Source: an optimization exercise on an open RTL-to-GDS flow (aim: small area, a short achievable clock period and few clock cycles). Production flows keep margins and buffers that such runs may drop. RTL that was checked went through simulation tests only; none was proved equivalent to the original. For runs 1, 2 and 6, only the layout was checked, not whether the RTL still works. Power figures rest on the tool's default switching activity, not on a simulated workload.

--- design/flow/constraint.sdc ---
create_clock -name core_clock -period 6.5 [get_ports {clk}]
set_input_delay 1.3000 -clock core_clock [delete_from_list [all_inputs] [get_ports {clk}]]
set_output_delay 1.3000 -clock core_clock [all_outputs]
set_load 0.01 [all_outputs]
--- design/flow/design.v ---
module axi_stream_insert_header #(
parameter DATA_WD = 128,
parameter DATA_BYTE_WD = DATA_WD / 8,
parameter BYTE_CNT_WD = $clog2(DATA_BYTE_WD)
) (
input wire clk,
input wire rst_n,
input wire valid_in,
input wire [DATA_WD-1 : 0] data_in,
input wire [DATA_BYTE_WD-1 : 0] keep_in,
input wire last_in,
output wire ready_in,
output wire valid_out,
output wire [DATA_WD-1 : 0] data_out,
output wire [DATA_BYTE_WD-1 : 0] keep_out,
output wire last_out,
input wire ready_out,
input wire valid_insert,
input wire [DATA_WD-1 : 0] data_insert,
input wire [DATA_BYTE_WD-1 : 0] keep_insert,
input wire [BYTE_CNT_WD-1 : 0] byte_insert_cnt,
output wire ready_insert
);
localparam NB = DATA_BYTE_WD;
localparam CW = BYTE_CNT_WD;
localparam [1:0] S_HDR  = 2'd0;    
localparam [1:0] S_DATA = 2'd1;    
localparam [1:0] S_TAIL = 2'd2;    
reg [1:0] state;
reg [DATA_WD-1 : 0] carry;
reg [CW-1 : 0] hm1;                  
reg [CW-1 : 0] tail_m;               
wire beat_go = (state == S_DATA) && valid_in && ready_out;
wire tail_go = (state == S_TAIL) && ready_out;
wire [2*NB-1 : 0] kjoined = {{NB{1'b1}}, keep_in};
wire [NB : 0] kwindow = kjoined >> hm1;
wire fits = !kwindow[0];
wire pkt_end = tail_go || (beat_go && last_in && fits);
assign ready_in = (state == S_DATA) && ready_out;
assign ready_insert = (state == S_HDR) || pkt_end;
wire hdr_go = valid_insert && ready_insert;
wire [2*DATA_WD-9 : 0] joined = {carry, data_in[DATA_WD-1 : 8]};
assign data_out = joined >> (8 * hm1);
assign valid_out = ((state == S_DATA) && valid_in) || (state == S_TAIL);
assign last_out = (state == S_TAIL) || (last_in && fits);
reg [CW-1 : 0] lowz;
integer i;
always @(*) begin
    lowz = 0;
    for (i = 0; i < NB - 1; i = i + 1)
        if (!keep_in[i])
            lowz = i + 1;
end
wire [NB-1 : 0] tail_keep = ~({1'b0, {(NB-1){1'b1}}} >> tail_m);
genvar g;
generate
    for (g = 0; g < NB; g = g + 1) begin : g_keep
        assign keep_out[g] = (state == S_TAIL) ? tail_keep[g] : kwindow[g + 1];
    end
endgenerate
always @(posedge clk or negedge rst_n) begin
    if (!rst_n) begin
        state <= S_HDR;
    end else begin
        if (hdr_go)
            state <= S_DATA;
        else if (pkt_end)
            state <= S_HDR;
        else if (beat_go && last_in)
            state <= S_TAIL;
    end
end
function [CW-1 : 0] sub;
    input [CW-1 : 0] a;
    input [CW-1 : 0] b;
    integer j;
    reg c;
    begin
        c = 1'b0;
        for (j = 0; j < CW; j = j + 1) begin
            sub[j] = a[j] ^ b[j] ^ c;
            c = (!a[j] && (b[j] || c)) || (b[j] && c);
        end
    end
endfunction
wire [CW-1 : 0] end_m = sub(hm1, lowz);
always @(posedge clk) begin
    if (hdr_go) begin
        carry <= data_insert;
        hm1 <= sub(byte_insert_cnt, 1);
    end else if (beat_go) begin
        carry <= data_in;
    end
    if (beat_go)
        tail_m <= end_m;
end
endmodule
--- design/flow/standard.sh ---
#!/bin/bash
# synth_recipe.tcl (not shown) runs the flow's synth.tcl, then flattens the netlist and writes it again
# the make line also repeats each setting of config.mk as NAME=value (left out here)
make -C /OpenROAD-flow-scripts/flow DESIGN_CONFIG=/design/flow/config.mk WORK_HOME=/design/flow/orfs CLKGATE_MAP_FILE= SYNTH_SCRIPT=/design/flow/synth_recipe.tcl "${@:-finish}"
--- design/flow/config.mk ---
export PLATFORM = sky130hd
export DESIGN_NAME = axi_stream_insert_header
export DESIGN_NICKNAME = axi_stream_insert_header
export VERILOG_FILES = /design/flow/design.v
export SDC_FILE = /design/flow/constraint.sdc
export NUM_CORES = 4
export LEC_CHECK = 0
export ABC_AREA = 1
export CAP_MARGIN = 20
export CORE_MARGIN = 2
export CORE_UTILIZATION = 40
export SETUP_SLACK_MARGIN = 2.5
export SLEW_MARGIN = 20
--- design/flow/flow/run.sh ---
#!/bin/bash
# Standard layout, with plain buf_1 cells as the port buffers.
cp standard.sh standard_sh.txt
export BUFFER_PORTS_ARGS="-buffer_cell sky130_fd_sc_hd__buf_1"
bash standard.sh > standard.log 2>&1
==> impl_metrics.csv, run 1 <==
group,metric,value,unit
pwr,peakVddDrop,0.195,mV
drt,drtPass1Iterations,6,
placement,hpwl,62100,um
setup_path,crit_required,5.20,ns
setup_path,max_stage_delay,0.45,ns
pwr,powerDensity,366,nW/um^2
synthesis,synth_top_cell_area_share,26.5,%
synthesis,ys.flop_type,"edfxtp_1",
synthesis,synth_xor_area_share,0.171,%
global_route,grt-ovfl-total,0,
global_route,antenna_found_initial,10,
sta,setup_viol,0,
clocking,cts-htree-levels,4,
global_route,track_usage,41.0,%
cells_and_area,drive_above_1_share,6.49,%
drt,wl_per_cell,26.0,um
synthesis,synthTopCellsByArea,"edfxtp_1 27%, nand2_1 26%, nand3_1 13%",
clocking,cts_made_buffers,17,
cells_and_area,area_delta_synth_final,20.4,%
placement,postPlaceCellArea,16900,sq um
synthesis,synth_edf_count,136,
synthesis,synth_fp_nets,2920,
global_route,grt_first_pass_wirelength,121000,um
setup_path,endpoint_kind,"primary output",
clocking,tritoncts,"built",
cells_and_area,fillCellCount,4065,
pwr,p_leak,8.30,nW
clocking,ctsLongestPathBuffers,2,
clocking,path_clk_slew,0.06,ns
clocking,insertion_delay,0.46,ns
setup_path,crit_path_start_kind,"input port",
clocking,cts_root_buf,"clkbuf_16",
floorplan,std_cell_rows,71,
sta,fin_crit,4.02,ns
cells_and_area,multiInputGateArea,10000,sq um
sta,grt_setup_unrepaired,"yes",
cells_and_area,final_util,49.1,%
synthesis,synthMuxAreaShare,2.21,%
drt,post-route-drc-count,0,
placement,portBuffers,428,
synthesis,yosysUniqueCellTypes,43,
floorplan,die_area,40100,sq um
sta,slew_headroom,32.7,%
sta,fin_setup_tns,0,ns
placement,place_congestion,0.999,
sta,fin_crit_sh,61.9,%
cells_and_area,seq_area,4130,sq um
synthesis,synthCells,2617,
floorplan,core,37800,sq um
sta,clock_skew,0.0129,ns
cells_and_area,final_nets,3202,
synthesis,synth_fa_ha_area_share,0.504,%
synthesis,synth_simple_gate_area_share,40.9,%
synthesis,postSynthAreaPerCell,5.88,sq um
synthesis,synth_compound_area_share,19.4,%
min_path,hold_class,"reg2reg",
sta,slew_viol_final,0,
drt,wl,89100,um
synthesis,yosys.area.top_type,"edfxtp_1",
sta,hold_viol,0,
floorplan,die_x,200,um
clocking,clock_sinks,138,
sta,clock.fmax,248,MHz
setup_path,worst-setup-path-type,"in2out",
drt,vias,20700,
synthesis,synth_top_family_by_area,"simple AND/OR/NAND/NOR gates",
setup_path,cp_slowest_cell,"buf_1",
drt,drtIter0Drc,2676,
job,max-cap-violations,0,
synthesis,ys_async_sr_fraction,1.45,%
global_route,grt_pass1_vias,18000,
drt,routed_via_density,6.05,
drt,postRouteAntennaNets,0,
status,outcome,"no timing/DRC/antenna violations",
floorplan,pin_count,446,
setup_path,worst-path-max-fanout,3,
synthesis,ys_warn_count,1,
floorplan,fp.dieH,200,um
setup_path,crit_chain,"buf_1, mux2i_1, o211ai_1, nand3_1, o21ai_0, buf_1",
cells_and_area,final_cell_area,18500,sq um
synthesis,ys_seq_area_share,26.8,%
synthesis,ys_seq_elements,138,
setup_path,critPathMostFrequentCell,"buf_1",
global_route,grt_max_degree,216,
sta,worst_pin_slew,1.01,ns
floorplan,start_util,40.8,%
synthesis,syn-cell-area,15400,sq um
sta,hold_ws,0.579,ns
setup_path,crit_arrival,2.72,ns
## cell type report
class,instances,share of cell area (%)
tap,511,3.45
sequential,138,22.3
antenna,5,0.0675
inverter,123,2.91
clock buffer,18,2.31
multi-input combinational,2135,54.0
timing repair buffer,483,14.0
timing repair inverter,1,0.0472
clock inverter,14,0.931
## critical path, delay by kind of cell
family | cells | cell delay (ns)
muxes | 1 | 0.31
buffers and inverters | 2 | 0.65
and+or+nand+nor | 1 | 0.08
AOI/OAI and AO/OA | 2 | 0.38
## cell families after synthesis
kind of cell / after synthesis
AOI/OAI and AO/OA: 548
xor gates and xnor gates: 3
adders and majority gates: 5
buffers and inverters: 346
DFF: 138
muxes: 34
other: 1
and+or+nand+nor: 1542
## routing by layer
layer  vias up  wire (um)  GRT usage (%)
li1       9381          -              -
met1      9707      34600           54.0
met2      1407      38500           62.7
met3       226      10700           9.52
met4         4       5390           21.1
met5         -         27              0
## state kept, by name, summed over array words and instances, names as in the netlist
name / count
hm1: 4
carry: 128
state: 2
tail_m: 4
## synthesized netlist by cell type (2+ instances only)
library cell / instances
a211oi_1: 2
a21boi_0: 2
a21oi_1: 64
a22o_1: 2
a2bb2oi_1: 4
a311oi_1: 2
a31oi_1: 19
buf_1: 35
buf_2: 75
buf_4: 8
buf_6: 11
clkbuf_1: 93
dfrtp_1: 2
edfxtp_1: 136
fa_1: 2
ha_1: 3
inv_1: 119
inv_2: 3
mux2i_1: 34
nand2_1: 1082
nand2_2: 3
nand3_1: 386
nand3_2: 2
nand4_1: 3
nor2_1: 63
nor3_1: 2
o211ai_1: 37
o21ai_0: 375
o221ai_1: 2
o22a_1: 3
o22ai_1: 22
o311ai_0: 8
xor2_1: 3
## cells in the final DEF, fill, tap and decap left out, types with 3 or more instances in the layout
master / instances
nand2_1: 1080
buf_1: 386
nand3_1: 385
o21ai_0: 302
edfxtp_1: 136
inv_1: 119
nor2_1: 61
a21oi_1: 60
o21ai_1: 49
o211ai_1: 37
mux2i_1: 30
clkbuf_2: 30
clkbuf_16: 27
o21ai_2: 24
buf_4: 22
o22ai_1: 19
a31oi_1: 16
buf_16: 11
buf_2: 11
o311ai_0: 6
buf_6: 6
diode_2: 5
clkinvlp_4: 5
nand3_2: 4
mux2i_2: 4
o22a_1: 3
a21oi_2: 3
o22ai_2: 3
a31oi_2: 3
xor2_1: 3
nand4_1: 3
ha_1: 3
clkinv_4: 3
bufinv_16: 3
buf_12: 3
## per-stage QoR
stage	power, mW	setup slack (ns)	cells
finish	6.78	2.48	3428
global route	7.10	2.46	3424
CTS	6.47	2.39	3407
detailed placement	5.20	1.69	3358
global placement	5.18	1.75	3358
floorplan	3.85	2.75	2617
## report_power, final
part | switching, mW | internal, mW
clock | 0.451 | 0.605
sequential | 0.191 | 1.38
combinational | 3.00 | 1.15
total | 3.64 | 3.13
## repair_timing
item / 4_1_cts / 5_1_grt
hold endpoints to repair: 0 / 0
hold buffers: 0 / 0
gates cloned: 9 / 10
endpoints found under the setup margin: 224 / 148
resized for setup: 101 / 122
pin swaps: 4 / 10
setup buffers: 8 / 6
## worst paths after layout
kind                                 startpoint              endpoint  slack [ns]  depth (start not counted)
min in group asynchronous                 rst_n  state[0]$_DFFE_PN0P_        0.63                          1
max                                 data_in[35]           data_out[3]        2.48                          6
min                        state[1]$_DFFE_PN0P_  state[1]$_DFFE_PN0P_        0.58                          1
min reg2reg                state[1]$_DFFE_PN0P_  state[1]$_DFFE_PN0P_        0.58                          1
max reg2reg                    hm1[0]$_DFFE_PP_  carry[109]$_DFFE_PP_        2.75                         15
max in group asynchronous                 rst_n  state[1]$_DFFE_PN0P_        5.73                          1
==> run 2: changes to the inputs <==
--- a/design/flow/config.mk
+++ b/design/flow/config.mk
@@ -5,7 +5,6 @@
 export SDC_FILE = /design/flow/constraint.sdc
 export NUM_CORES = 4
 export LEC_CHECK = 0
-export ABC_AREA = 1
 export CAP_MARGIN = 20
 export CORE_MARGIN = 2
 export CORE_UTILIZATION = 40
==> run 2 against run 1 <==
- via count decreased by 25%
- largest cell class unchanged
- non-clock buffer count down 2
- sequential share of layout area fell by 0.86 points
- register-to-register slack better by 0.15 ns
- highest routed layer unchanged
- sequential power fell by 4%
- total power down 8.4%
- flip-flop and latch count unchanged
==> impl_metrics.csv, run 2 <==
group,metric,value,unit
drt,drtPass1Iterations,8,
synthesis,postSynthAreaPerCell,9.80,sq um
min_path,hp-start,"state[0]$_DFFE_PN0P_",
sta,clock_skew,0.0182,ns
global_route,grt_first_pass_wirelength,96700,um
synthesis,yosysUniqueCellTypes,43,
synthesis,synth_common_cells,"257 x nand2_1, 211 x mux2i_1, 136 x edfxtp_1",
drt,wl,71500,um
global_route,grt-ovfl-total,0,
placement,place_congestion,0.992,
synthesis,synthCells,1602,
sta,setup_viol,0,
pwr,p_int,3.39,mW
cells_and_area,top_regs,"carry (128), hm1 (4), tail_m (4)",
pwr,pwr-share-seq,24.3,%
floorplan,fp.dieH,202,um
setup_path,max_stage_delay,0.50,ns
drt,drtIter0Drc,2079,
synthesis,ys_warn_count,1,
setup_path,crit_required,5.20,ns
clocking,hold_buffers,0,
drt,postRouteAntennaNets,0,
sta,fin_crit_sh,62.0,%
clocking,insertion_delay,0.47,ns
setup_path,endpoint_kind,"primary output",
cells_and_area,area_delta_synth_final,22.8,%
sta,slew_viol_final,0,
cells_and_area,regMostFlops,"carry",
pwr,peakVddDrop,0.171,mV
global_route,grt_pass1_vias,13800,
sta,clock.fmax,248,MHz
clocking,cts_root_buf,"clkbuf_16",
pwr,swShare,45.3,%
sta,fin_crit,4.03,ns
floorplan,core,38700,sq um
placement,hpwl,51000,um
sta,slew_headroom,30.1,%
synthesis,synth_edf_count,136,
sta,worst_pin_slew,1.05,ns
floorplan,die_area,40900,sq um
floorplan,start_util,40.5,%
clocking,cts-htree-levels,4,
job,max-cap-violations,0,
synthesis,synth_fp_nets,1905,
synthesis,ys.flop_type,"edfxtp_1",
clocking,cts_made_buffers,17,
clocking,ctsLongestPathBuffers,2,
synthesis,syn-cell-area,15700,sq um
synthesis,ys_seq_elements,138,
cells_and_area,final_nets,2254,
global_route,antenna_found_initial,4,
cells_and_area,mostFrequentLayoutCells,"367 x buf_1, 256 x nand2_1, 180 x mux2i_1",
placement,portBuffers,428,
cells_and_area,final_cell_area,19300,sq um
sta,fin_setup_tns,0,ns
floorplan,die_x,202,um
setup_path,crit_arrival,2.73,ns
setup_path,worst-setup-path-type,"in2out",
setup_path,crit_path_start_kind,"input port",
synthesis,ys_async_sr_fraction,1.45,%
pwr,clkPwrFrac,17.0,%
global_route,track_usage,32.9,%
setup_path,startpoint,"data_in[121]",
drt,routed_via_density,6.23,
setup_path,worst-path-max-fanout,4,
clocking,tritoncts,"built",
drt,wl_per_cell,28.8,um
sta,hold_viol,0,
setup_path,crit_chain,"buf_2, mux4_2, mux2_2, nor2_1, a21oi_2, buf_2",
floorplan,std_cell_rows,72,
floorplan,pin_count,446,
sta,grt_setup_unrepaired,"yes",
synthesis,yosysMostFrequentCell,"nand2_1",
drt,vias,15500,
cells_and_area,final_common_cell,"buf_1",
clocking,clock_sinks,138,
clocking,path_clk_slew,0.06,ns
pwr,power.switching,2.81,mW
pwr,p_leak,7.30,nW
setup_path,cp_slowest_cell,"mux4_2",
synthesis,ys_seq_area_share,26.3,%
cells_and_area,drive_above_1_share,25.8,%
synthesis,synthTopCellsByArea,"edfxtp_1 26%, mux4_2 14%, mux2i_1 13%",
pwr,power,6.21,mW
status,outcome,"no timing/DRC/antenna violations",
pwr,powerDensity,322,nW/um^2
setup_path,critPathMostFrequentCell,"buf_2",
cells_and_area,largest_reg_flops,128,
drt,post-route-drc-count,0,
global_route,grt_max_degree,209,
synthesis,synth_top_cell_area_share,26.0,%
placement,postPlaceCellArea,17400,sq um
min_path,hold_class,"reg2reg",
setup_path,r2r_start,"hm1[0]$_DFFE_PP_",
synthesis,yosys.area.top_type,"edfxtp_1",
pwr,pwr-share-comb,58.7,%
run 2: cell count changes after synthesis, moves of 65 or more:
| cell | delta |
|---|---|
| mux4_2 | +98 |
| nand2_1 | -825 |
| mux2i_1 | +177 |
| o21ai_0 | -249 |
| mux2_4 | +90 |
| mux2_2 | +88 |
| inv_1 | -103 |
| a21oi_1 | +65 |
| nand3_1 | -376 |
run 2: final timing paths:
path / endpoint / slack, ns / depth (start not counted)
worst max-delay path: data_out[113] / 2.47 / 6
worst min-delay path: state[0]$_DFFE_PN0P_ / 0.60 / 1
worst max register to register: carry[18]$_DFFE_PP_ / 2.90 / 10
worst min register to register: state[0]$_DFFE_PN0P_ / 0.60 / 1
max in group asynchronous: state[0]$_DFFE_PN0P_ / 5.73 / 1
min in group asynchronous: state[1]$_DFFE_PN0P_ / 0.63 / 1
run 2: cell type report:
class                      count  area (sq um)
timing repair inverter         1          11.3
multi-input combinational   1296         11100
clock buffer                  20           437
clock inverter                12           173
inverter                      16          88.8
timing repair buffer         481          2720
antenna                        2          5.00
fill                        3694         19500
sequential                   138          4130
tap                          518           648
run 2: critical path: cells and delay by family:
family          cells  cell delay, ns
compound gates      1            0.09
buf+inv             2            0.34
mux                 2            0.82
simple gates        1            0.17
run 2: power by group through the flow:
stage / Clock (mW) / Combinational, mW / Sequential (mW)
floorplan: 0 / 2.25 / 1.39
global placement: 0 / 3.18 / 1.49
detailed placement: 0 / 3.20 / 1.50
CTS: 1.07 / 3.41 / 1.48
global route: 1.10 / 3.83 / 1.52
finish: 1.06 / 3.64 / 1.51
run 2: logic make-up after synthesis:
kind of cell,Yosys count,share of synthesized area [%]
adder cells (fa/ha/maj),5,0.494
AND/OR/NAND/NOR,440,11.4
XOR/XNOR,3,0.167
flip-flops,138,26.3
multiplexers,498,43.2
AO/OA/AOI/OAI,348,12.5
buffers and inverters,169,5.88
other,1,0.0239
run 2: routing by layer:
| metal | vias up | track usage (%) | share of wire [%] |
|---|---|---|---|
| met2 | 1120 | 40.3 | 38 |
| met5 | - | 0 | 0.015 |
| li1 | 6722 | - | - |
| met4 | 2 | 8.97 | 2.5 |
| met1 | 7553 | 53.0 | 46 |
| met3 | 81 | 10.8 | 14 |
run 2: per-stage QoR:
stage / worst slack [ns] / cells / utilization, % / hold WS, ns
after floorplan: 2.63 / 1602 / - / 0.539
after global placement: 2.04 / 2415 / 44.8 / 0.583
after detailed placement: 2.01 / 2415 / 44.8 / 0.578
after CTS: 2.46 / 2468 / 48.2 / 0.598
after global routing: 2.41 / 2484 / 49.8 / 0.618
final: 2.47 / 2484 / 49.8 / 0.602
run 2: what timing repair did:
action	in CTS	in global routing
cloned	11	8
pin swaps	2	9
gates resized for setup	102	163
setup endpoints to repair	204	127
setup buffers	10	6
==> run 3: changes to the inputs <==
--- a/design/flow/design.v
+++ b/design/flow/design.v
@@ -32,15 +32,31 @@
 reg [CW-1 : 0] tail_m;               
 wire beat_go = (state == S_DATA) && valid_in && ready_out;
 wire tail_go = (state == S_TAIL) && ready_out;
+wire [2*DATA_WD-9 : 0] joined = {carry, data_in[DATA_WD-1 : 8]};
+wire [3:0] sa = 4'b0001 << hm1[3:2];
+wire [3:0] sb = 4'b0001 << hm1[1:0];
+wire [8*(NB+3)-1 : 0] ya = ({8*(NB+3){sa[0]}} & joined[0  +: 8*(NB+3)])
+                         | ({8*(NB+3){sa[1]}} & joined[32 +: 8*(NB+3)])
+                         | ({8*(NB+3){sa[2]}} & joined[64 +: 8*(NB+3)])
+                         | ({8*(NB+3){sa[3]}} & joined[96 +: 8*(NB+3)]);
+assign data_out = ({DATA_WD{sb[0]}} & ya[0  +: DATA_WD])
+                | ({DATA_WD{sb[1]}} & ya[8  +: DATA_WD])
+                | ({DATA_WD{sb[2]}} & ya[16 +: DATA_WD])
+                | ({DATA_WD{sb[3]}} & ya[24 +: DATA_WD]);
 wire [2*NB-1 : 0] kjoined = {{NB{1'b1}}, keep_in};
-wire [NB : 0] kwindow = kjoined >> hm1;
+wire [NB+3 : 0] ka = ({(NB+4){sa[0]}} & kjoined[0  +: NB+4])
+                   | ({(NB+4){sa[1]}} & kjoined[4  +: NB+4])
+                   | ({(NB+4){sa[2]}} & kjoined[8  +: NB+4])
+                   | ({(NB+4){sa[3]}} & kjoined[12 +: NB+4]);
+wire [NB : 0] kwindow = ({(NB+1){sb[0]}} & ka[0 +: NB+1])
+                      | ({(NB+1){sb[1]}} & ka[1 +: NB+1])
+                      | ({(NB+1){sb[2]}} & ka[2 +: NB+1])
+                      | ({(NB+1){sb[3]}} & ka[3 +: NB+1]);
 wire fits = !kwindow[0];
 wire pkt_end = tail_go || (beat_go && last_in && fits);
 assign ready_in = (state == S_DATA) && ready_out;
 assign ready_insert = (state == S_HDR) || pkt_end;
 wire hdr_go = valid_insert && ready_insert;
-wire [2*DATA_WD-9 : 0] joined = {carry, data_in[DATA_WD-1 : 8]};
-assign data_out = joined >> (8 * hm1);
 assign valid_out = ((state == S_DATA) && valid_in) || (state == S_TAIL);
 assign last_out = (state == S_TAIL) || (last_in && fits);
 reg [CW-1 : 0] lowz;
--- a/design/flow/config.mk
+++ b/design/flow/config.mk
@@ -8,5 +8,5 @@
 export CAP_MARGIN = 20
 export CORE_MARGIN = 2
 export CORE_UTILIZATION = 40
-export SETUP_SLACK_MARGIN = 2.5
+export SETUP_SLACK_MARGIN = 3.0
 export SLEW_MARGIN = 20
==> run 3 against run 2 <==
- critical endpoint is now data_out[118]
- critical path depth grew 4
- still clean
- register-to-register slack better by 0.26 ns
- synthesized area is 15% lower
- combinational power rose by 13%
- global-route usage rose by 2.2 points
- critical path type is now reg2out
- fmax rose by 1.5%
==> impl_metrics.csv, run 3 <==
group,metric,value,unit
drt,post-route-drc-count,0,
placement,postPlaceCellArea,15100,sq um
synthesis,synth_compound_area_share,11.0,%
sta,slew_viol_final,0,
clocking,insertion_delay,0.47,ns
drt,drtPass1Iterations,5,
cells_and_area,final_nets,2161,
cells_and_area,final_common_cell,"buf_1",
synthesis,synthMuxAreaShare,36.3,%
job,max-cap-violations,0,
global_route,antenna_found_initial,0,
cells_and_area,top_regs,"carry (128), hm1 (4), tail_m (4)",
global_route,grt_first_pass_wirelength,90100,um
synthesis,synth_common_cells,"250 x nand2_1, 136 x edfxtp_1, 121 x mux2i_1",
setup_path,crit_path_start_kind,"flop",
setup_path,endpoint_kind,"primary output",
synthesis,yosysMostFrequentCell,"nand2_1",
sta,fin_setup_tns,0,ns
synthesis,synth_top_family_by_area,"multiplexers",
synthesis,synth_top_cell_area_share,30.7,%
clocking,clock_sinks,138,
floorplan,std_cell_rows,66,
drt,routed_via_density,6.22,
floorplan,core,32600,sq um
pwr,powerDensity,309,nW/um^2
synthesis,ys_async_sr_fraction,1.45,%
clocking,ctsLongestPathBuffers,2,
setup_path,worst-setup-path-type,"reg2out",
drt,wl_per_cell,27.7,um
sta,grt_setup_unrepaired,"yes",
sta,slew_headroom,36.8,%
cells_and_area,largest_reg_flops,128,
floorplan,die_x,186,um
drt,wl,64200,um
synthesis,synth_xor_area_share,0.197,%
pwr,peakVddDrop,0.229,mV
sta,clock.fmax,252,MHz
sta,setup_viol,0,
clocking,tritoncts,"built",
floorplan,fp.dieH,186,um
global_route,grt_pass1_vias,14100,
setup_path,crit_required,5.20,ns
sta,worst_pin_slew,0.947,ns
cells_and_area,regMostFlops,"carry",
clocking,path_clk_slew,0.07,ns
placement,portBuffers,428,
drt,vias,14400,
cells_and_area,drive_above_1_share,49.7,%
synthesis,synth_simple_gate_area_share,15.7,%
min_path,hold_class,"in2async",
synthesis,synth_fp_nets,1663,
synthesis,ys_seq_area_share,31.0,%
status,outcome,"no timing/DRC/antenna violations",
floorplan,die_area,34800,sq um
clocking,cts_made_buffers,17,
placement,place_congestion,0.902,
synthesis,postSynthAreaPerCell,9.79,sq um
setup_path,worst-path-max-fanout,8,
synthesis,synthCells,1360,
synthesis,synth_edf_count,136,
placement,hpwl,40900,um
setup_path,crit_arrival,2.67,ns
cells_and_area,antenna_cells,0,
sta,hold_viol,0,
synthesis,ys_seq_elements,138,
drt,drtIter0Drc,1280,
synthesis,ys_warn_count,1,
synthesis,syn-cell-area,13300,sq um
synthesis,yosysUniqueCellTypes,53,
clocking,cts_root_buf,"clkbuf_16",
global_route,grt_max_degree,101,
sta,fin_crit,3.97,ns
cells_and_area,mostFrequentLayoutCells,"208 x buf_1, 136 x edfxtp_1, 135 x nand2_1",
synthesis,ys.flop_type,"edfxtp_1",
cells_and_area,area_delta_synth_final,59.0,%
floorplan,pin_count,446,
global_route,track_usage,35.1,%
pwr,p_leak,8.20,nW
sta,clock_skew,0.0160,ns
sta,fin_crit_sh,61.1,%
clocking,cts-htree-levels,4,
floorplan,start_util,40.8,%
cells_and_area,final_cell_area,21200,sq um
drt,postRouteAntennaNets,0,
synthesis,synthTopCellsByArea,"edfxtp_1 31%, mux4_2 15%, mux2i_1 9.1%",
global_route,grt-ovfl-total,0,
synthesis,synth_fa_ha_area_share,0.583,%
synthesis,yosys.area.top_type,"edfxtp_1",
==> run 3: cell types whose count changed after synthesis, sizes merged, moves of 29 or more <==
cell	before	now
a31oi	21	99
a211oi	46	2
mux2i	212	121
o21ai	127	33
nor2	116	75
and3	0	105
mux2	188	150
nor2b	31	2
a21oi	130	76
==> run 3: cells by family (layout without fill, tap and decap cells) <==
logic type / count (synthesis) / count (layout)
mux: 357 / 357
other cells: 1 / 1
compound gates: 246 / 246
simple gates: 466 / 466
xor+xnor: 3 / 3
buf+inv: 144 / 655
fa+ha+maj: 5 / 5
flops: 138 / 138
==> run 3: routing by layer <==
| metal | track usage (%) | vias up | share of wire, % |
|---|---|---|---|
| met1 | 41.4 | 7116 | 37 |
| met5 | 0 | - | 0 |
| li1 | - | 6204 | - |
| met4 | 19.9 | 0 | 6.4 |
| met3 | 8.61 | 194 | 9.2 |
| met2 | 58.4 | 883 | 48 |
==> run 3: path summary, 6_finish.rpt <==
path                                      start                    to  slack, ns  cells past startpoint
hold / removal                            rst_n  state[1]$_DFFE_PN0P_       0.60                      1
setup / recovery               hm1[2]$_DFFE_PP_         data_out[118]       2.53                     10
setup reg to reg               hm1[3]$_DFFE_PP_   carry[81]$_DFFE_PP_       3.16                     11
min in group core_clock    state[0]$_DFFE_PN0P_  state[0]$_DFFE_PN0P_       0.60                      2
hold reg to reg            state[0]$_DFFE_PN0P_  state[0]$_DFFE_PN0P_       0.60                      2
max in group asynchronous                 rst_n  state[0]$_DFFE_PN0P_       5.78                      1
==> run 3: cell type report <==
| cell class | count | area, sq um |
|---|---|---|
| clock buffer | 18 | 429 |
| clock inverter | 14 | 171 |
| fill | 2554 | 11500 |
| inverter | 18 | 106 |
| multi-input combinational | 1078 | 10700 |
| sequential | 138 | 4130 |
| tap | 442 | 553 |
| timing repair buffer | 604 | 5090 |
| timing repair inverter | 1 | 8.76 |
==> run 3: worst max-delay path, stage by stage, from the launching register on <==
cell,delay (ns)
edfxtp_1,0.45
buf_6,0.16
buf_12,0.14
buf_12,0.15
buf_12,0.12
buf_16,0.14
mux4_2,0.34
nand2_1,0.09
and3_1,0.23
a31oi_1,0.17
buf_2,0.19
==> run 3: report_power, final <==
group	total, mW	switching [mW]	internal, mW
Combinational	4.10	2.29	1.81
Sequential	1.41	0.118	1.29
Clock	1.04	0.437	0.604
==> run 3: repair_timing <==
action | CTS | global route
cloned | 30 | 7
pin swaps | 158 | 79
setup buffers | 88 | 34
hold buffers | 0 | 0
endpoints found under the setup margin | 277 | 217
resized for setup | 766 | 228
==> run 3: through the flow <==
stage	util, %	setup WS [ns]	instances	power [mW]	hold slack (ns)
2_1_floorplan	-	2.91	1360	3.15	0.509
3_3_place_gp	46.4	2.19	2122	4.09	0.548
3_5_place_dp	46.4	2.16	2122	4.12	0.561
4_1_cts	60.7	2.60	2272	6.10	0.581
5_1_grt	64.9	2.49	2313	6.78	0.601
6_report	64.9	2.53	2313	6.55	0.598
Testbench counts of run 3, summed over its fixed seeds: cycles 16,082.
==> run 4: changes to the inputs <==
--- a/design/flow/config.mk
+++ b/design/flow/config.mk
@@ -8,5 +8,5 @@
 export CAP_MARGIN = 20
 export CORE_MARGIN = 2
 export CORE_UTILIZATION = 40
-export SETUP_SLACK_MARGIN = 3.0
+export SETUP_SLACK_MARGIN = 2.5
 export SLEW_MARGIN = 20
==> run 4 against run 3 <==
- sequential share of layout area grew 5.6 points
- combinational power shrank 29%
- fmax shrank 0.48%
- worst setup slack lost 0.019 ns
- core utilization shrank 14 points
- flip-flop and latch count is the same
- final area shrank 22%
- synthesized area is the same
- die area is the same
- cell count shrank 6.2%
- critical endpoint is now data_out[19]
- largest power group unchanged
==> impl_metrics.csv, run 4 <==
group,metric,value,unit
status,outcome,"no timing/DRC/antenna violations",
setup_path,crit_path_start_kind,"input port",
synthesis,ys_seq_area_share,31.0,%
setup_path,rr_endpoint,"carry[4]$_DFFE_PP_",
pwr,peakVddDrop,0.226,mV
drt,postRouteAntennaNets,0,
cells_and_area,top_regs,"carry (128), hm1 (4), tail_m (4)",
sta,clock.fmax,251,MHz
placement,portBuffers,428,
cells_and_area,fillCellCount,3102,
synthesis,synthTopCellsByArea,"edfxtp_1 31%, mux4_2 15%, mux2i_1 9.1%",
drt,wl_per_cell,25.2,um
global_route,grt-ovfl-total,0,
sta,worst_pin_slew,0.961,ns
synthesis,synth_top_family_by_area,"multiplexers",
synthesis,synth_xor_area_share,0.197,%
drt,drtPass1Iterations,7,
setup_path,max_stage_delay,0.58,ns
cells_and_area,final_common_cell,"buf_1",
floorplan,std_cell_rows,66,
setup_path,rrSetupSlack,3.08,ns
synthesis,ys_warn_count,1,
synthesis,synthCells,1360,
drt,wl_met1,21100,um
drt,vias,13000,
min_path,hold_class,"reg2reg",
min_path,holdPathStages,2,
placement,hpwl,40900,um
synthesis,ys_seq_elements,138,
floorplan,core,32600,sq um
synthesis,synth_compound_area_share,11.0,%
drt,top_layer,"met4",
setup_path,cp_slowest_cell,"mux4_2",
clocking,cts_made_buffers,17,
pwr,powerDensity,325,nW/um^2
sta,hold_viol,0,
cells_and_area,area_delta_synth_final,23.7,%
sta,slew_viol_final,0,
setup_path,worst-path-max-fanout,5,
drt,dr_wl_met3,4080,um
clocking,cts-htree-levels,4,
clocking,path_clk_slew,0.06,ns
synthesis,yosysMostFrequentCell,"nand2_1",
synthesis,synth_top_cell_area_share,30.7,%
setup_path,crit_arrival,2.69,ns
cells_and_area,largest_reg_flops,128,
floorplan,die_area,34800,sq um
synthesis,synth_fp_nets,1663,
sta,hold_ws,0.601,ns
cells_and_area,final_nets,2019,
synthesis,ys_async_sr_fraction,1.45,%
cells_and_area,final_util,50.5,%
min_path,hold_end,"state[0]$_DFFE_PN0P_",
global_route,grt_max_degree,137,
setup_path,reg2regPathDepth,11,
synthesis,ys.flop_type,"edfxtp_1",
job,max-cap-violations,0,
global_route,grt_pass1_vias,12600,
cells_and_area,mostFrequentLayoutCells,"397 x buf_1, 250 x nand2_1, 136 x edfxtp_1",
floorplan,pin_count,446,
setup_path,cp_top_family,"multiplexers",
synthesis,synthMuxAreaShare,36.3,%
synthesis,postSynthAreaPerCell,9.79,sq um
drt,drtIter0Drc,1141,
synthesis,yosys.area.top_type,"edfxtp_1",
min_path,hp-start,"state[0]$_DFFE_PN0P_",
setup_path,crit_chain,"buf_1, mux4_2, a21oi_1, mux2i_1, buf_1",
drt,post-route-drc-count,0,
setup_path,crit_required,5.20,ns
drt,wl,54600,um
synthesis,synth_fa_ha_area_share,0.583,%
global_route,track_usage,30.6,%
synthesis,synth_edf_count,136,
cells_and_area,regMostFlops,"carry",
cells_and_area,drive_above_1_share,17.2,%
sta,setup_viol,0,
pwr,p_leak,6.19,nW
drt,routed_via_density,5.98,
clocking,cts_root_buf,"clkbuf_16",
clocking,ctsLongestPathBuffers,2,
sta,fin_crit,3.99,ns
sta,grt_setup_unrepaired,"yes",
sta,slew_headroom,35.9,%
synthesis,yosysUniqueCellTypes,53,
floorplan,die_x,186,um
sta,fin_setup_tns,0,ns
placement,preCtsSetupSlack,2.20,ns
setup_path,r2r_start,"hm1[3]$_DFFE_PP_",
placement,place_congestion,0.917,
sta,clock_skew,0.00910,ns
floorplan,start_util,40.8,%
synthesis,synth_common_cells,"250 x nand2_1, 136 x edfxtp_1, 121 x mux2i_1",
global_route,grt_first_pass_wirelength,78900,um
global_route,antenna_found_initial,1,
synthesis,synth_simple_gate_area_share,15.7,%
drt,met2WireLength,27000,um
clocking,tritoncts,"built",
setup_path,critPathMostFrequentCell,"buf_1",
clocking,clock_sinks,138,
sta,fin_crit_sh,61.4,%
setup_path,endpoint_kind,"primary output",
clocking,insertion_delay,0.45,ns
setup_path,worst-setup-path-type,"in2out",
cells_and_area,multiInputGateArea,8820,sq um
setup_path,path_buf_inv,2,
synthesis,syn-cell-area,13300,sq um
sta,fin_ws,2.51,ns
floorplan,fp.dieH,186,um
cells_and_area,seq_area,4130,sq um
==> run 4: cell counts after synthesis <==
No cell type changed its count.
==> run 4: where the power goes <==
group	switching, mW	total, mW	internal, mW
Sequential	0.107	1.40	1.29
Combinational	1.82	2.92	1.10
Clock	0.413	1.05	0.634
==> run 4: layout make-up <==
type	count	area share (%)
Tap cell	442	3.36
Timing Repair Buffer	463	13.8
Antenna cell	1	0.0152
Clock inverter	13	1.08
Clock buffer	17	2.58
Inverter	18	0.539
Multi-Input combinational cell	1078	53.6
Sequential cell	138	25.1
==> run 4: stage by stage <==
stage / instance area, sq um / total power, mW / instances
after floorplan: 13300 / 3.14 / 1360
after global placement: 15000 / 4.06 / 2119
after detailed placement: 15000 / 4.09 / 2119
after CTS: 16100 / 5.27 / 2164
after global routing: 16500 / 5.61 / 2169
final: 16500 / 5.36 / 2170
==> run 4: cells by family (layout without fill, tap and decap cells) <==
| group | Yosys count | count (layout) |
|---|---|---|
| simple gates | 466 | 466 |
| mux | 357 | 357 |
| compound gates | 246 | 246 |
| buf+inv | 144 | 511 |
| flops | 138 | 138 |
| fa+ha+maj | 5 | 5 |
| xor+xnor | 3 | 3 |
| other cells | 1 | 2 |
==> run 4: worst max-delay path by stage <==
stage,from,endpoint,slack [ns],cells after the start
final,data_in[115],data_out[19],2.51,5
after global routing,data_in[123],data_out[27],2.45,8
after CTS,hm1[3]$_DFFE_PP_,data_out[37],2.41,9
after detailed placement,data_in[125],data_out[29],2.20,8
after global placement,data_in[125],data_out[29],2.22,8
after floorplan,ready_out,carry[0]$_DFFE_PP_,2.60,3
==> run 4: repair_timing <==
item,in CTS,in global routing
gates resized for setup,47,101
hold buffers,0,0
pin swaps,1,2
endpoints found under the setup margin,140,108
setup buffers,10,3
gates cloned,5,2
==> run 4: metal layers <==
layer | up-vias | GRT usage (%)
met5 | - | 0
met4 | 0 | 13.4
met3 | 97 | 6.49
met2 | 622 | 52.4
met1 | 6366 | 37.1
li1 | 5883 | -
==> run 4: worst min-delay path, stage by stage, from the launching register on <==
cell	delay [ns]
dfrtp_1	0.44
nand2_1	0.07
nand2_1	0.06
==> run 5: changes to the inputs <==
--- a/design/flow/config.mk
+++ b/design/flow/config.mk
@@ -8,5 +8,7 @@
 export CAP_MARGIN = 20
 export CORE_MARGIN = 2
 export CORE_UTILIZATION = 40
+export CTS_CLUSTER_DIAMETER = 100
+export CTS_CLUSTER_SIZE = 30
 export SETUP_SLACK_MARGIN = 2.5
 export SLEW_MARGIN = 20
==> run 5 against run 4 <==
- flip-flop and latch count unchanged
- die area did not move
- hold slack unchanged
- worst setup slack did not move
- total power stayed put
- cell count stayed put
- synthesized area unchanged
- synthesized cell count did not move
- fmax did not move
- global-route usage unchanged
- sequential power barely moved
- critical path type unchanged
- critical endpoint unchanged
- highest routed layer unchanged
==> impl_metrics.csv, run 5 <==
group,metric,value,unit
setup_path,rrSetupSlack,3.08,ns
clocking,cts_made_buffers,17,
synthesis,synth_edf_count,136,
pwr,power,5.36,mW
floorplan,fp.dieH,186,um
cells_and_area,regMostFlops,"carry",
setup_path,worst-path-max-fanout,5,
drt,wl,54600,um
pwr,peakVddDrop,0.226,mV
setup_path,worst-setup-path-type,"in2out",
floorplan,start_util,40.8,%
sta,fin_crit_sh,61.4,%
sta,worst_pin_slew,0.961,ns
min_path,hold_class,"reg2reg",
global_route,antenna_found_initial,1,
floorplan,die_area,34800,sq um
drt,drtIter0Drc,1141,
drt,vias,13000,
drt,post-route-drc-count,0,
clocking,path_clk_slew,0.06,ns
synthesis,ys_seq_elements,138,
global_route,grt_pass1_vias,12600,
placement,place_inst,2119,
sta,fin_setup_tns,0,ns
cells_and_area,fillCellCount,3102,
sta,clock.fmax,251,MHz
drt,wl_per_cell,25.2,um
synthesis,ys_seq_area_share,31.0,%
synthesis,ys.flop_type,"edfxtp_1",
synthesis,synth_fp_nets,1663,
clocking,cts-htree-levels,4,
sta,hold_viol,0,
setup_path,crit_arrival,2.69,ns
clocking,ctsLongestPathBuffers,2,
clocking,tritoncts,"built",
clocking,hold_buffers,0,
sta,setup_viol,0,
synthesis,synthTopCellsByArea,"edfxtp_1 31%, mux4_2 15%, mux2i_1 9.1%",
cells_and_area,largest_reg_flops,128,
synthesis,synthCells,1360,
synthesis,syn-cell-area,13300,sq um
pwr,p_leak,6.19,nW
sta,grt_setup_unrepaired,"yes",
cells_and_area,mostFrequentLayoutCells,"397 x buf_1, 250 x nand2_1, 136 x edfxtp_1",
global_route,track_usage,30.6,%
setup_path,crit_path_start_kind,"input port",
synthesis,yosysMostFrequentCell,"nand2_1",
placement,hpwl,40900,um
setup_path,endpoint_kind,"primary output",
global_route,grt-ovfl-total,0,
placement,portBuffers,428,
floorplan,core,32600,sq um
status,outcome,"no timing/DRC/antenna violations",
cells_and_area,area_delta_synth_final,23.7,%
sta,fin_crit,3.99,ns
clocking,cts_root_buf,"clkbuf_16",
synthesis,synth_common_cells,"250 x nand2_1, 136 x edfxtp_1, 121 x mux2i_1",
floorplan,pin_count,446,
setup_path,crit_required,5.20,ns
clocking,insertion_delay,0.45,ns
cells_and_area,finalNonFillerCells,2170,
synthesis,postSynthAreaPerCell,9.79,sq um
clocking,clock_sinks,138,
synthesis,ys_warn_count,1,
cells_and_area,final_nets,2019,
drt,postRouteAntennaNets,0,
drt,routed_via_density,5.98,
sta,clock_skew,0.00910,ns
floorplan,die_x,186,um
drt,drtPass1Iterations,7,
synthesis,synth_top_cell_area_share,30.7,%
placement,place_congestion,0.917,
pwr,powerDensity,325,nW/um^2
cells_and_area,final_common_cell,"buf_1",
sta,slew_viol_final,0,
cells_and_area,drive_above_1_share,17.2,%
global_route,grt_max_degree,137,
floorplan,std_cell_rows,66,
synthesis,yosysUniqueCellTypes,53,
sta,slew_headroom,35.9,%
job,max-cap-violations,0,
synthesis,yosys.area.top_type,"edfxtp_1",
cells_and_area,top_regs,"carry (128), hm1 (4), tail_m (4)",
global_route,grt_first_pass_wirelength,78900,um
synthesis,ys_async_sr_fraction,1.45,%
## run 5: cell type report
class                   count  area (sq um)  share of cell area, %
flip-flops and latches    138          4130                   25.1
repair buffers            463          2270                   13.8
diodes                      1          2.50                 0.0152
clock inverters            13           178                   1.08
well taps                 442           553                   3.36
clock buffers              17           425                   2.58
inverters                  18          88.8                  0.539
multi-input cells        1078          8820                   53.6
## run 5: stage by stage
| stage | util, % | instance area, sq um | hold WS [ns] | setup slack [ns] |
|---|---|---|---|---|
| 6_report | 50.5 | 16500 | 0.601 | 2.51 |
| 4_1_cts | 49.4 | 16100 | 0.592 | 2.41 |
| 3_3_place_gp | 46.1 | 15000 | 0.556 | 2.22 |
| 2_1_floorplan | - | 13300 | 0.509 | 2.60 |
| 3_5_place_dp | 46.1 | 15000 | 0.574 | 2.20 |
| 5_1_grt | 50.5 | 16500 | 0.612 | 2.45 |
## run 5: critical path: stages
cell and delay (ns):
buf_1 0.12, mux4_2 0.58, a21oi_1 0.34, mux2i_1 0.18, buf_1 0.16
## run 5: final timing paths
kind / start / to / cells after the start
worst max-delay path: data_in[115] / data_out[19] / 5
worst min-delay path: state[0]$_DFFE_PN0P_ / state[0]$_DFFE_PN0P_ / 2
worst max register to register: hm1[3]$_DFFE_PP_ / carry[4]$_DFFE_PP_ / 11
worst min register to register: state[0]$_DFFE_PN0P_ / state[0]$_DFFE_PN0P_ / 2
max in group asynchronous: rst_n / state[0]$_DFFE_PN0P_ / 1
min in group asynchronous: rst_n / state[1]$_DFFE_PN0P_ / 1
## run 5: what timing repair did
item                       CTS  global route
gates resized for setup     47           101
buffers inserted            10             3
hold endpoints to repair     0             0
setup endpoints to repair  140           108
pin swaps                    1             2
cloned                       5             2
## run 5: logic make-up after synthesis
family	Yosys count	synth area share, %
AND/OR/NAND/NOR	466	15.7
multiplexers	357	36.3
AO/OA/AOI/OAI	246	11.0
buffers and inverters	144	5.11
flip-flops	138	31.0
adder cells (fa/ha/maj)	5	0.583
XOR/XNOR	3	0.197
other	1	0.0282
## run 5: per-layer routing
metal	wire length, um	GRT usage [%]
met5	0	0
met3	4080	6.49
met4	2490	13.4
met1	21100	37.1
met2	27000	52.4
## run 5: where the power goes
group | internal [mW] | leakage [nW] | total [mW] | switching, mW
registers | 1.29 | 1.29 | 1.40 | 0.107
logic | 1.10 | 4.62 | 2.92 | 1.82
clock network | 0.634 | 0.284 | 1.05 | 0.413
==> run 6: changes to the inputs <==
--- a/design/flow/design.v
+++ b/design/flow/design.v
@@ -30,11 +30,11 @@
 reg [DATA_WD-1 : 0] carry;
 reg [CW-1 : 0] hm1;                  
 reg [CW-1 : 0] tail_m;               
+reg [3:0] sa;                        
+reg [3:0] sb;                        
 wire beat_go = (state == S_DATA) && valid_in && ready_out;
 wire tail_go = (state == S_TAIL) && ready_out;
 wire [2*DATA_WD-9 : 0] joined = {carry, data_in[DATA_WD-1 : 8]};
-wire [3:0] sa = 4'b0001 << hm1[3:2];
-wire [3:0] sb = 4'b0001 << hm1[1:0];
 wire [8*(NB+3)-1 : 0] ya = ({8*(NB+3){sa[0]}} & joined[0  +: 8*(NB+3)])
                          | ({8*(NB+3){sa[1]}} & joined[32 +: 8*(NB+3)])
                          | ({8*(NB+3){sa[2]}} & joined[64 +: 8*(NB+3)])
@@ -99,11 +99,14 @@
         end
     end
 endfunction
+wire [CW-1 : 0] hm1_in = sub(byte_insert_cnt, 1);
 wire [CW-1 : 0] end_m = sub(hm1, lowz);
 always @(posedge clk) begin
     if (hdr_go) begin
         carry <= data_insert;
-        hm1 <= sub(byte_insert_cnt, 1);
+        hm1 <= hm1_in;
+        sa <= 4'b0001 << hm1_in[3:2];
+        sb <= 4'b0001 << hm1_in[1:0];
     end else if (beat_go) begin
         carry <= data_in;
     end
--- a/design/flow/config.mk
+++ b/design/flow/config.mk
@@ -8,7 +8,5 @@
 export CAP_MARGIN = 20
 export CORE_MARGIN = 2
 export CORE_UTILIZATION = 40
-export CTS_CLUSTER_DIAMETER = 100
-export CTS_CLUSTER_SIZE = 30
 export SETUP_SLACK_MARGIN = 2.5
 export SLEW_MARGIN = 20
==> run 6 against run 5 <==
- critical path type is now reg2out
- fmax is 1.9% lower
- clock-buffer cell count did not move
- flip-flop and latch count increased by 8
- synthesized area rose by 3.5%
- largest cell class unchanged
- combinational power is 22% higher
- via count rose by 29%
==> impl_metrics.csv, run 6 <==
group,metric,value,unit
status,outcome,"no timing/DRC/antenna violations",
drt,drtPass1Iterations,7,
cells_and_area,final_util,48.2,%
sta,worst_pin_slew,1.11,ns
setup_path,startpoint,"sa[3]$_SDFFCE_PN0P_",
synthesis,synth_fp_nets,1938,
synthesis,yosys.area.top_type,"a22oi_1",
synthesis,ys_seq_area_share,31.8,%
synthesis,yosysUniqueCellTypes,47,
min_path,hold_class,"reg2reg",
synthesis,ys_warn_count,1,
cells_and_area,finalNonFillerCells,2378,
clocking,insertion_delay,0.44,ns
sta,hold_viol,0,
cells_and_area,largest_reg_flops,128,
synthesis,synthTopCellsByArea,"a22oi_1 32%, edfxtp_1 31%, a221o_1 9.3%",
cells_and_area,fillCellCount,3346,
floorplan,start_util,40.9,%
drt,wl,70800,um
pwr,p_leak,6.07,nW
sta,setup_viol,0,
sta,grt_setup_unrepaired,"yes",
clocking,cts-htree-levels,4,
global_route,track_usage,36.8,%
clocking,cts_made_buffers,17,
synthesis,yosysMostFrequentCell,"a22oi_1",
floorplan,die_x,190,um
sta,fin_setup_tns,0,ns
drt,wl_met1,27100,um
global_route,grt_pass1_vias,14600,
setup_path,worst-path-max-fanout,163,
setup_path,crit_path_start_kind,"flop",
pwr,peakVddDrop,0.420,mV
sta,clock_skew,0.0126,ns
min_path,hp-start,"hm1[1]$_DFFE_PP_",
placement,place_congestion,0.916,
job,max-cap-violations,0,
global_route,grt_max_degree,170,
global_route,antenna_found_initial,1,
setup_path,crit_required,5.20,ns
cells_and_area,regMostFlops,"carry",
cells_and_area,final_nets,2219,
synthesis,synth_edf_count,144,
pwr,pwr-share-seq,26.7,%
setup_path,worst-setup-path-type,"reg2out",
cells_and_area,final_common_cell,"a22oi_1",
synthesis,synth_top_cell_area_share,31.9,%
synthesis,syn-cell-area,13800,sq um
drt,vias,16800,
drt,wl_per_cell,29.8,um
sta,slew_headroom,26.3,%
floorplan,die_area,35900,sq um
drt,drtIter0Drc,3160,
pwr,p_int,3.15,mW
drt,routed_via_density,7.05,
clocking,path_clk_slew,0.07,ns
sta,slew_viol_final,0,
drt,dr_wl_met3,8150,um
cells_and_area,drive_above_1_share,4.82,%
sta,fin_crit_sh,62.5,%
synthesis,ys_async_sr_fraction,1.37,%
global_route,grt-ovfl-total,0,
sta,clock.fmax,246,MHz
clocking,hold_buffers,0,
placement,hpwl,49200,um
drt,met2WireLength,32400,um
clocking,ctsLongestPathBuffers,2,
pwr,powerDensity,379,nW/um^2
synthesis,ys_seq_elements,146,
global_route,grt_first_pass_wirelength,98400,um
synthesis,ys.flop_type,"edfxtp_1",
synthesis,postSynthAreaPerCell,8.43,sq um
placement,place_inst,2328,
setup_path,endpoint_kind,"primary output",
sta,fin_ws,2.43,ns
drt,postRouteAntennaNets,0,
pwr,clkPwrFrac,15.7,%
floorplan,fp.dieH,190,um
sta,fin_crit,4.07,ns
pwr,power.switching,3.01,mW
pwr,swShare,48.8,%
setup_path,r2r_start,"sa[2]$_SDFFCE_PN0P_",
placement,postPlaceCellArea,15300,sq um
floorplan,core,33700,sq um
floorplan,std_cell_rows,67,
placement,preCtsSetupSlack,1.67,ns
cells_and_area,area_delta_synth_final,17.8,%
placement,portBuffers,429,
cells_and_area,mostFrequentLayoutCells,"579 x a22oi_1, 420 x buf_1, 310 x nand2_1",
synthesis,synth_common_cells,"585 x a22oi_1, 313 x nand2_1, 144 x edfxtp_1",
drt,post-route-drc-count,0,
synthesis,synthCells,1635,
pwr,pwr-share-comb,57.6,%
clocking,cts_root_buf,"clkbuf_16",
clocking,clock_sinks,146,
floorplan,pin_count,446,
setup_path,crit_arrival,2.77,ns
clocking,tritoncts,"built",
drt,top_layer,"met4",
cells_and_area,final_cell_area,16200,sq um
==> run 6: cell count changes after synthesis, sizes merged, moves of 63 or more <==
cell | previous run | this run
mux2i | 121 | 0
mux2 | 150 | 0
a22oi | 4 | 586
clkbuf | 51 | 143
nand2 | 250 | 313
a221o | 0 | 128
a31oi | 99 | 6
mux4 | 86 | 0
==> run 6: logic make-up after synthesis <==
kind of cell	count (synthesis)	share of synthesized area [%]
compound gates	787	44.9
xor+xnor	3	0.191
fa+ha+maj	5	0.563
buf+inv	216	6.92
flops	146	31.8
simple gates	478	15.7
==> run 6: power by group through the flow <==
| stage | registers (mW) | logic (mW) | clock network [mW] |
|---|---|---|---|
| 2_1_floorplan | 1.59 | 2.22 | 0 |
| 6_report | 1.64 | 3.55 | 0.964 |
| 3_5_place_dp | 1.65 | 3.28 | 0 |
| 5_1_grt | 1.67 | 3.76 | 0.997 |
| 4_1_cts | 1.64 | 3.34 | 0.966 |
| 3_3_place_gp | 1.65 | 3.25 | 0 |
==> run 6: repair_timing <==
| item | CTS | global route |
|---|---|---|
| resized for setup | 15 | 27 |
| buffers inserted | 2 | 9 |
| cloned | 2 | 3 |
| endpoints found under the setup margin | 69 | 188 |
| pin swaps | 1 | 5 |
==> run 6: final timing paths <==
check	depth (start not counted)	slack [ns]	endpoint
max	6	2.43	data_out[90]
min	1	0.62	tail_m[1]$_DFFE_PP_
max reg2reg	8	2.90	carry[70]$_DFFE_PP_
min reg2reg	1	0.62	tail_m[1]$_DFFE_PP_
max in group asynchronous	1	5.73	state[1]$_DFFE_PN0P_
min in group asynchronous	1	0.64	state[0]$_DFFE_PN0P_
==> run 6: cell type report <==
| class | instances | area, sq um | area share [%] |
|---|---|---|---|
| timing repair buffer | 464 | 2130 | 13.1 |
| sequential | 146 | 4370 | 27.0 |
| multi-input combinational | 1273 | 8560 | 52.7 |
| antenna | 1 | 2.50 | 0.0154 |
| clock buffer | 17 | 425 | 2.62 |
| inverter | 14 | 52.6 | 0.324 |
| tap | 448 | 561 | 3.45 |
| clock inverter | 15 | 131 | 0.809 |
==> run 6: through the flow <==
| step | hold slack, ns | power [mW] |
|---|---|---|
| floorplan | 0.567 | 3.81 |
| global placement | 0.610 | 4.89 |
| detailed placement | 0.610 | 4.94 |
| CTS | 0.621 | 5.95 |
| global route | 0.634 | 6.42 |
| finish | 0.616 | 6.16 |
==> run 6: worst max-delay path, cell delays in order (launching register included) <==
cell	delay, ns
edfxtp_1	0.41
buf_12	0.20
a22oi_1	0.43
nand2_1	0.26
a22oi_1	0.26
nand2_1	0.20
buf_1	0.19
==> run 6: metal layers <==
| metal | global-route usage [%] | vias to the layer above |
|---|---|---|
| met5 | 0 | - |
| met4 | 15.2 | 0 |
| met3 | 6.27 | 163 |
| met2 | 59.2 | 1393 |
| met1 | 49.3 | 7947 |
| li1 | - | 7260 |
==> run 7: changes to the inputs <==
--- a/design/flow/design.v
+++ b/design/flow/design.v
@@ -101,14 +101,14 @@
 endfunction
 wire [CW-1 : 0] hm1_in = sub(byte_insert_cnt, 1);
 wire [CW-1 : 0] end_m = sub(hm1, lowz);
+wire hdr_sel = (state != S_DATA) || (last_in && fits);
 always @(posedge clk) begin
+    if (hdr_go || beat_go)
+        carry <= hdr_sel ? data_insert : data_in;
     if (hdr_go) begin
-        carry <= data_insert;
         hm1 <= hm1_in;
         sa <= 4'b0001 << hm1_in[3:2];
         sb <= 4'b0001 << hm1_in[1:0];
-    end else if (beat_go) begin
-        carry <= data_in;
     end
     if (beat_go)
         tail_m <= end_m;
--- a/design/flow/config.mk
+++ b/design/flow/config.mk
@@ -8,5 +8,5 @@
 export CAP_MARGIN = 20
 export CORE_MARGIN = 2
 export CORE_UTILIZATION = 40
-export SETUP_SLACK_MARGIN = 2.5
+export SETUP_SLACK_MARGIN = 2.7
 export SLEW_MARGIN = 20
==> run 7 against run 6 <==
- still clean
- via count shrank 13%
- routed wire length is 14% lower
- synthesized area fell by 2.8%
- clock skew decreased by 0.0020 ns
- largest power group unchanged
- highest routed layer unchanged
==> impl_metrics.csv, run 7 <==
group,metric,value,unit
synthesis,ys_seq_elements,146,
cells_and_area,mostFrequentLayoutCells,"576 x a22oi_1, 409 x buf_1, 284 x nand2_1",
pwr,clkPwrFrac,16.1,%
sta,fin_setup_tns,0,ns
synthesis,synth_fp_nets,1766,
synthesis,ys_warn_count,1,
sta,clock.fmax,253,MHz
clocking,tritoncts,"built",
synthesis,ys_async_sr_fraction,1.37,%
setup_path,rrSetupSlack,3.08,ns
global_route,grt_max_degree,167,
pwr,pwr-share-comb,58.6,%
pwr,pwr-share-seq,25.3,%
pwr,p_leak,6.18,nW
pwr,swShare,45.3,%
drt,routed_via_density,6.49,
sta,fin_ws,2.55,ns
global_route,grt_first_pass_wirelength,83800,um
job,max-cap-violations,0,
sta,slew_viol_final,0,
floorplan,die_area,35000,sq um
drt,wl_per_cell,26.9,um
cells_and_area,regMostFlops,"carry",
synthesis,yosysMostFrequentCell,"a22oi_1",
pwr,powerDensity,406,nW/um^2
cells_and_area,final_common_cell,"a22oi_1",
floorplan,fp.dieH,187,um
drt,dr_wl_met3,6690,um
synthesis,postSynthAreaPerCell,9.16,sq um
cells_and_area,final_cell_area,16200,sq um
placement,portBuffers,429,
drt,met2WireLength,27300,um
synthesis,synth_top_cell_area_share,32.8,%
placement,hpwl,41200,um
floorplan,std_cell_rows,67,
synthesis,synthCells,1463,
sta,clock_skew,0.0106,ns
drt,wl,60600,um
drt,wl_met1,24700,um
drt,drtIter0Drc,2172,
synthesis,synth_common_cells,"585 x a22oi_1, 308 x nand2_1, 144 x edfxtp_1",
synthesis,synthTopCellsByArea,"a22oi_1 33%, edfxtp_1 32%, mux2_4 13%",
setup_path,worst-setup-path-type,"in2out",
setup_path,crit_arrival,2.65,ns
placement,postPlaceCellArea,15000,sq um
sta,fin_crit_sh,60.8,%
floorplan,pin_count,446,
sta,hold_viol,0,
clocking,cts_made_buffers,17,
sta,fin_crit,3.95,ns
synthesis,synth_edf_count,144,
setup_path,crit_required,5.20,ns
min_path,hold_class,"in2async",
sta,setup_viol,0,
clocking,insertion_delay,0.46,ns
setup_path,endpoint_kind,"primary output",
global_route,grt_pass1_vias,13100,
drt,top_layer,"met4",
global_route,track_usage,31.7,%
floorplan,start_util,40.3,%
drt,post-route-drc-count,0,
floorplan,core,33300,sq um
cells_and_area,largest_reg_flops,128,
cells_and_area,fillCellCount,3320,
clocking,clock_sinks,146,
cells_and_area,final_util,48.8,%
setup_path,crit_path_start_kind,"input port",
drt,vias,14600,
clocking,ctsLongestPathBuffers,2,
status,outcome,"no timing/DRC/antenna violations",
clocking,cts-htree-levels,4,
synthesis,yosys.area.top_type,"a22oi_1",
placement,place_congestion,0.891,
drt,drtPass1Iterations,9,
global_route,grt-ovfl-total,0,
cells_and_area,area_delta_synth_final,21.2,%
sta,slew_headroom,26.9,%
pwr,power,6.59,mW
synthesis,syn-cell-area,13400,sq um
cells_and_area,drive_above_1_share,14.8,%
synthesis,ys.flop_type,"edfxtp_1",
drt,postRouteAntennaNets,0,
clocking,path_clk_slew,0.07,ns
global_route,antenna_found_initial,3,
pwr,p_int,3.61,mW
clocking,cts_root_buf,"clkbuf_16",
synthesis,yosysUniqueCellTypes,44,
synthesis,ys_seq_area_share,32.6,%
sta,worst_pin_slew,1.10,ns
pwr,power.switching,2.99,mW
setup_path,worst-path-max-fanout,4,
placement,preCtsSetupSlack,2.30,ns
sta,grt_setup_unrepaired,"yes",
cells_and_area,final_nets,2096,
floorplan,die_x,187,um
pwr,peakVddDrop,0.370,mV
## run 7: logic make-up after synthesis
logic type,after synthesis,share of synthesized area [%]
compound gates,657,36.6
simple gates,349,10.1
buf+inv,175,5.75
flops,146,32.6
mux,128,14.1
fa+ha+maj,5,0.579
xor+xnor,3,0.196
## run 7: area by class of cell
| class | count | area [sq um] | area share (%) |
|---|---|---|---|
| Antenna cell | 3 | 7.51 | 0.0462 |
| Clock buffer | 17 | 425 | 2.62 |
| Clock inverter | 15 | 183 | 1.12 |
| Inverter | 14 | 52.6 | 0.324 |
| Multi-Input combinational cell | 1142 | 8420 | 51.8 |
| Sequential cell | 146 | 4370 | 26.9 |
| Tap cell | 448 | 561 | 3.45 |
| Timing Repair Buffer | 472 | 2220 | 13.7 |
## run 7: repair_timing
action | in CTS | in global routing
endpoints found under the setup margin | 146 | 141
setup buffers | 11 | 10
gates resized for setup | 40 | 65
hold buffers | 0 | 0
pin swaps | 12 | 13
gates cloned | 2 | 4
## run 7: path summary, 6_finish.rpt
kind,startpoint,endpoint,cells after the start
setup / recovery,keep_in[3],ready_insert,6
hold / removal,rst_n,state[0]$_DFFE_PN0P_,1
setup reg to reg,sb[0]$_SDFFCE_PP0P_,carry[127]$_DFFE_PP_,7
hold reg to reg,hm1[1]$_DFFE_PP_,tail_m[1]$_DFFE_PP_,1
max in group asynchronous,rst_n,state[1]$_DFFE_PN0P_,1
min in group core_clock,hm1[1]$_DFFE_PP_,tail_m[1]$_DFFE_PP_,1
## run 7: layer usage
layer  GRT usage (%)  up-vias
met4            9.86        0
met1            44.3     6983
met5               0        -
met2            49.5     1075
met3            6.34       93
li1                -     6493
## run 7: power groups by stage
stage	clock network, mW	logic, mW	registers [mW]
after floorplan	0	2.63	1.63
after global placement	0	3.57	1.69
after detailed placement	0	3.61	1.69
after CTS	1.07	3.70	1.67
after global routing	1.10	4.10	1.70
final	1.06	3.87	1.67
## run 7: critical path: stages
cell and delay (ns):
buf_8 0.10, a22oi_2 0.22, a21boi_2 0.10, a2111oi_4 0.53, a31o_2 0.28, buf_6 0.11
## run 7: stage by stage
stage | hold WS (ns) | std cells
floorplan | 0.543 | 1463
global placement | 0.591 | 2195
detailed placement | 0.601 | 2195
CTS | 0.593 | 2240
global route | 0.604 | 2257
finish | 0.603 | 2257
Testbench counts of run 7, summed over its fixed seeds: cycles 16,082.
==> run 8: changes to the inputs <==
--- a/design/flow/config.mk
+++ b/design/flow/config.mk
@@ -7,6 +7,6 @@
 export LEC_CHECK = 0
 export CAP_MARGIN = 20
 export CORE_MARGIN = 2
-export CORE_UTILIZATION = 40
-export SETUP_SLACK_MARGIN = 2.7
+export CORE_UTILIZATION = 60
+export SETUP_SLACK_MARGIN = 2.5
 export SLEW_MARGIN = 20
==> run 8 against run 7 <==
- clock skew is 0.0012 ns higher
- worst setup slack worse by 0.030 ns
- flip-flop and latch count stayed put
- sequential power hardly changed
- register-to-register slack worse by 0.10 ns
- hold slack better by 0.029 ns
- via count is 0.95% higher
- fmax is 0.75% lower
- cell count is 8.2% lower
- routed wire length is 12% lower
- largest power group unchanged
==> impl_metrics.csv, run 8 <==
group,metric,value,unit
synthesis,yosysMostFrequentCell,"a22oi_1",
synthesis,synth_edf_count,144,
synthesis,synthTopCellsByArea,"a22oi_1 33%, edfxtp_1 32%, mux2_4 13%",
setup_path,worst-setup-path-type,"reg2out",
synthesis,ys_seq_elements,146,
cells_and_area,area_delta_synth_final,16.2,%
sta,slew_viol_final,0,
synthesis,ys.flop_type,"edfxtp_1",
placement,place_inst,2027,
sta,clock_skew,0.0118,ns
floorplan,die_x,153,um
global_route,grt-ovfl-total,0,
drt,routed_via_density,7.13,
sta,slew_headroom,36.2,%
floorplan,start_util,61.2,%
synthesis,yosys.area.top_type,"a22oi_1",
synthesis,yosysUniqueCellTypes,44,
cells_and_area,largest_reg_flops,128,
drt,drtIter0Drc,2515,
setup_path,crit_required,5.20,ns
synthesis,syn-cell-area,13400,sq um
global_route,grt_first_pass_wirelength,78800,um
drt,drtPass1Iterations,9,
cells_and_area,final_common_cell,"a22oi_1",
clocking,clock_sinks,146,
sta,setup_viol,0,
cells_and_area,finalNonFillerCells,2072,
drt,postRouteAntennaNets,0,
global_route,track_usage,43.2,%
synthesis,postSynthAreaPerCell,9.16,sq um
sta,fin_crit_sh,61.3,%
cells_and_area,drive_above_1_share,11.5,%
synthesis,ys_async_sr_fraction,1.37,%
synthesis,ys_warn_count,1,
setup_path,crit_arrival,2.68,ns
sta,fin_setup_tns,0,ns
pwr,p_leak,5.96,nW
min_path,hold_class,"in2async",
setup_path,endpoint_kind,"primary output",
setup_path,reg2regPathDepth,8,
cells_and_area,regMostFlops,"carry",
clocking,insertion_delay,0.45,ns
setup_path,worst-path-max-fanout,52,
setup_path,rrSetupSlack,2.98,ns
placement,hpwl,38200,um
clocking,hold_buffers,0,
sta,hold_viol,0,
placement,preCtsSetupSlack,2.35,ns
synthesis,synthCells,1463,
placement,place_congestion,0.966,
cells_and_area,final_nets,2078,
clocking,cts_root_buf,"clkbuf_16",
floorplan,core,21900,sq um
drt,wl_per_cell,25.8,um
placement,portBuffers,429,
synthesis,ys_seq_area_share,32.6,%
synthesis,synth_common_cells,"585 x a22oi_1, 308 x nand2_1, 144 x edfxtp_1",
status,outcome,"no timing/DRC/antenna violations",
synthesis,synth_fp_nets,1766,
cells_and_area,mostFrequentLayoutCells,"581 x a22oi_1, 422 x buf_1, 307 x nand2_1",
global_route,antenna_found_initial,5,
floorplan,die_area,23500,sq um
synthesis,synth_top_cell_area_share,32.8,%
sta,fin_ws,2.52,ns
clocking,tritoncts,"built",
drt,vias,14800,
setup_path,crit_path_start_kind,"flop",
pwr,powerDensity,408,nW/um^2
drt,post-route-drc-count,0,
clocking,cts_made_buffers,17,
pwr,peakVddDrop,1.09,mV
clocking,path_clk_slew,0.07,ns
floorplan,std_cell_rows,54,
sta,grt_setup_unrepaired,"yes",
global_route,grt_pass1_vias,13300,
sta,fin_crit,3.98,ns
clocking,ctsLongestPathBuffers,2,
sta,clock.fmax,251,MHz
job,max-cap-violations,0,
sta,worst_pin_slew,0.957,ns
floorplan,pin_count,446,
clocking,cts-htree-levels,4,
global_route,grt_max_degree,174,
drt,wl,53400,um
floorplan,fp.dieH,153,um
run 8: cell counts after synthesis:
Identical to the previous run, type by type.
run 8: metal layers:
metal	vias to the layer above	GRT usage, %	wire, um
met5	-	0	13
met4	2	22.6	3070
met3	188	12.6	7640
met2	1274	65.1	23700
met1	6865	56.6	19000
li1	6454	-	-
run 8: cells by family after synthesis:
kind of cell,share of synthesized area (%)
AOI/OAI and AO/OA,36.6
xor gates and xnor gates,0.196
adders and majority gates,0.579
buffers and inverters,5.75
DFF,32.6
muxes,14.1
and+or+nand+nor,10.1
run 8: final timing paths:
check                                       endpoint            startpoint
worst max-delay path                    data_out[69]   sb[2]$_SDFFCE_PN0P_
worst min-delay path            state[1]$_DFFE_PN0P_                 rst_n
worst max register to register    carry[1]$_DFFE_PP_   sa[1]$_SDFFCE_PP0P_
worst min register to register  state[0]$_DFFE_PN0P_  state[0]$_DFFE_PN0P_
max in group asynchronous       state[0]$_DFFE_PN0P_                 rst_n
min in group core_clock         state[0]$_DFFE_PN0P_  state[0]$_DFFE_PN0P_
run 8: worst max-delay path, cell delays in order, from the launching register on:
cell      delay (ns)
edfxtp_1        0.83
buf_6           0.44
buf_4           0.43
a22oi_1         0.17
nand2_1         0.11
buf_1           0.23
run 8: stage by stage:
step	power [mW]	area [sq um]	hold WS (ns)	util, %
global placement	5.15	14800	0.586	67.8
floorplan	4.26	13400	0.543	-
global route	6.63	15600	0.627	71.1
finish	6.36	15600	0.633	71.1
CTS	6.21	15500	0.631	70.6
detailed placement	5.22	14800	0.616	67.8
run 8: what timing repair did:
action,CTS,global route
gates resized for setup,7,21
setup buffers,4,5
setup endpoints to repair,141,100
pin swaps,1,7
run 8: where the power goes:
part           internal [mW]  switching, mW  leakage, nW
registers               1.48          0.209         1.37
clock network          0.533          0.453        0.261
logic                   1.45           2.23         4.33
run 8: final cells by class:
type                            count  area, sq um
Antenna cell                        4         10.0
Tap cell                          280          350
Multi-Input combinational cell   1142         8320
Inverter                           14         52.6
Clock inverter                     13          126
Sequential cell                   146         4370
Fill cell                        1748         6320
Timing Repair Buffer              454         1910
Clock buffer                       19          433

Check on run 8: ideal ports give 2.518 ns setup slack; a clkbuf_16 on the clock port and buf_2 on the inputs give 2.468 ns; moving port delays by the midpoint clock arrival (0.487 ns) as well gives 2.460 ns.
